What follows belongs to an exercise in optimizing a design on an open flow for small area; a production flow would make more cautious choices. The RTL was checked by simulation tests, not by an equivalence proof against the original design.

Design filt_fir, start of the top module:
module filt_fir (
  input  wire        i_rst_an,
  input  wire        i_ena,
  input  wire        i_clk,
  input  wire [7:0]  i_data,
  output wire [20:0] o_data
);
For scale: roughly 550 cells after synthesis, roughly 130 flip-flops, roughly 8800 um^2 of cells after synthesis.
export LEC_CHECK = 0
export CAP_MARGIN = 20
export CORE_MARGIN = 2
export CORE_UTILIZATION = 70
export CTS_BUF_LIST = sky130_fd_sc_hd__clkbuf_4
export SLEW_MARGIN = 20
export SYNTH_HIERARCHICAL = 1
export SYNTH_MINIMUM_KEEP_SIZE = 0
create_clock -name core_clock -period 20.0 [get_ports {i_clk}]
standard.sh (not shown) runs the stock make flow with config.mk's settings and CLKGATE_MAP_FILE= SYNTH_SCRIPT=/design/flow/synth_recipe.tcl, a recipe that flattens the netlist after the stock synthesis.
==> flow/flow/run.sh <==
#!/bin/bash
# The standard layout (standard.sh: the standard flow's synthesis and ORFS flow, unchanged),
# with two extra ORFS knobs:
#  - port buffers use the smallest buffer cell instead of the default choice;
#  - clock tree synthesis without dummy load cells.
set -euo pipefail
bash standard.sh \
  "BUFFER_PORTS_ARGS=-buffer_cell sky130_fd_sc_hd__buf_1" \
  "CTS_ARGS=-sink_clustering_enable -repair_clock_nets -dont_use_dummy_load -buf_list sky130_fd_sc_hd__clkbuf_8 -sink_clustering_size 30 -sink_clustering_max_diameter 100" \
  finish > standard.log 2>&1
Edit:
==> flow/run.sh (new file) <==
#!/bin/bash
# synth_recipe.tcl (not shown) runs the flow's synth.tcl, then flattens the netlist and writes it again
# the make line also repeats each setting of config.mk as NAME=value (left out here)
make -C /OpenROAD-flow-scripts/flow DESIGN_CONFIG=/design/flow/config.mk WORK_HOME=/design/flow/orfs CLKGATE_MAP_FILE= SYNTH_SCRIPT=/design/flow/synth_recipe.tcl finish
removed: flow/flow/run.sh
removed: flow/standard.sh
The new run finished clean.
Non-clock buffer count does not change.
Synthesized area stays the same.
Wire length is about the same.
Die area is unchanged.
Worst hold slack improved by 0.010 ns.
First-iteration DRC count is higher by 18%.
Edit:
==> flow/flow/run.sh (new file) <==
#!/bin/bash
# The standard layout (standard.sh: the standard flow's synthesis and ORFS flow, unchanged),
# with two extra ORFS knobs:
#  - port buffers use the smallest buffer cell instead of the default choice;
#  - clock tree synthesis without dummy load cells.
set -euo pipefail
bash standard.sh \
  "BUFFER_PORTS_ARGS=-buffer_cell sky130_fd_sc_hd__buf_1" \
  "CTS_ARGS=-sink_clustering_enable -repair_clock_nets -dont_use_dummy_load -buf_list sky130_fd_sc_hd__clkbuf_4" \
  finish > standard.log 2>&1
==> flow/standard.sh (new file) <==
#!/bin/bash
# synth_recipe.tcl (not shown) runs the flow's synth.tcl, then flattens the netlist and writes it again
# the make line also repeats each setting of config.mk as NAME=value (left out here)
make -C /OpenROAD-flow-scripts/flow DESIGN_CONFIG=/design/flow/config.mk WORK_HOME=/design/flow/orfs CLKGATE_MAP_FILE= SYNTH_SCRIPT=/design/flow/synth_recipe.tcl "${@:-finish}"
removed: flow/run.sh
Outcome:
- The new run ran to the end with no violations
- non-clock buffer count stays the same
- flip-flop and latch count does not change
Edit:
--- a/flow/flow/run.sh
+++ b/flow/flow/run.sh
@@ -7,4 +7,4 @@
 bash standard.sh \
   "BUFFER_PORTS_ARGS=-buffer_cell sky130_fd_sc_hd__buf_1" \
-  "CTS_ARGS=-sink_clustering_enable -repair_clock_nets -dont_use_dummy_load -buf_list sky130_fd_sc_hd__clkbuf_4" \
+  "CTS_ARGS=-sink_clustering_enable -repair_clock_nets -dont_use_dummy_load -buf_list sky130_fd_sc_hd__clkbuf_16 -sink_clustering_size 64 -sink_clustering_max_diameter 200" \
   finish > standard.log 2>&1
=> The changed run went through all stages and came out clean; flip-flop and latch count is unchanged; clock-buffer cell count is unchanged; worst setup slack gains 0.048 ns.

filt_fir, a different RTL version from the one above (not shown whole).
For scale: ~130 flip-flops, about 32 I/O pins, roughly 8800 um^2 of cells after synthesis.
==> flow/config.mk <==
export PLATFORM = sky130hd
export DESIGN_NAME = filt_fir
export DESIGN_NICKNAME = filt_fir
export VERILOG_FILES = /design/flow/design.v
export SDC_FILE = /design/flow/constraint.sdc
export NUM_CORES = 4
export LEC_CHECK = 0
export CAP_MARGIN = 20
export CORE_MARGIN = 2
export CORE_UTILIZATION = 70
export CTS_BUF_LIST = sky130_fd_sc_hd__clkbuf_4
export SLEW_MARGIN = 20
export SYNTH_HIERARCHICAL = 1
export SYNTH_MINIMUM_KEEP_SIZE = 0
==> flow/constraint.sdc <==
create_clock -name core_clock -period 20.0 [get_ports {i_clk}]
set_input_delay 4.0000 -clock core_clock [delete_from_list [all_inputs] [get_ports {i_clk}]]
set_output_delay 4.0000 -clock core_clock [all_outputs]
set_load 0.01 [all_outputs]
==> flow/flow/run.sh <==
#!/bin/bash
# The standard layout (standard.sh: the standard flow's synthesis and ORFS flow, unchanged),
# with two extra ORFS knobs:
#  - port buffers use the smallest buffer cell instead of the default choice;
#  - clock tree synthesis without dummy load cells.
set -euo pipefail
bash standard.sh \
  "BUFFER_PORTS_ARGS=-buffer_cell sky130_fd_sc_hd__buf_1" \
  "CTS_ARGS=-sink_clustering_enable -repair_clock_nets -dont_use_dummy_load -buf_list sky130_fd_sc_hd__clkbuf_4 sky130_fd_sc_hd__clkbuf_8" \
  finish > standard.log 2>&1
The starting point never finished: it broke off in clock tree synthesis (4_1_cts), error STA-0564.
Next try:
--- a/flow/flow/run.sh
+++ b/flow/flow/run.sh
@@ -9 +9 @@
-  "CTS_ARGS=-sink_clustering_enable -repair_clock_nets -dont_use_dummy_load -buf_list sky130_fd_sc_hd__clkbuf_4 sky130_fd_sc_hd__clkbuf_8" \
+  "CTS_ARGS=-sink_clustering_enable -repair_clock_nets -dont_use_dummy_load -buf_list {sky130_fd_sc_hd__clkbuf_4 sky130_fd_sc_hd__clkbuf_8}" \
Effect: With this change the flow ran to the end with no violations. Synthesized area stays the same. Synthesized cell count does not change.

-- separate check: timing with driven ports --
The results above use ideal ports. As a check the final layouts listed here were re-extracted and re-timed, cells and wires unchanged. Step 1 assumes that a clkbuf_16 drives the clock port and a buf_2 every other input. Step 2 adds t to the input delays and takes it off the output delays; t is the mean of the earliest and latest rising clock arrival at the registers after step 1. Input paths then give back, and output paths get back, about the clock's delay inside the block. Three values: no drivers, after step 1, after step 2; two values: the first two.
run	t (ns)	setup slack, ns	latest minus earliest clock arrival (ns)	slew at the worst register clock pin (ns)
the first run of note 1	0.459	3.704 / 3.681 / 3.681	0.023 / 0.024	0.07 / 0.07
the second run of note 1	0.584	2.999 / 2.975 / 2.975	0.020 / 0.020	0.12 / 0.12
the third run of note 1	0.555	3.670 / 3.628 / 3.664	0.039 / 0.039	0.11 / 0.11
the fourth run of note 1	0.454	3.718 / 3.694 / 3.694	0.017 / 0.017	0.05 / 0.05
the second run of note 2	0.482	4.504 / 4.482 / 4.482	0.032 / 0.033	0.09 / 0.09
After both steps setup and hold are still met in every run listed.
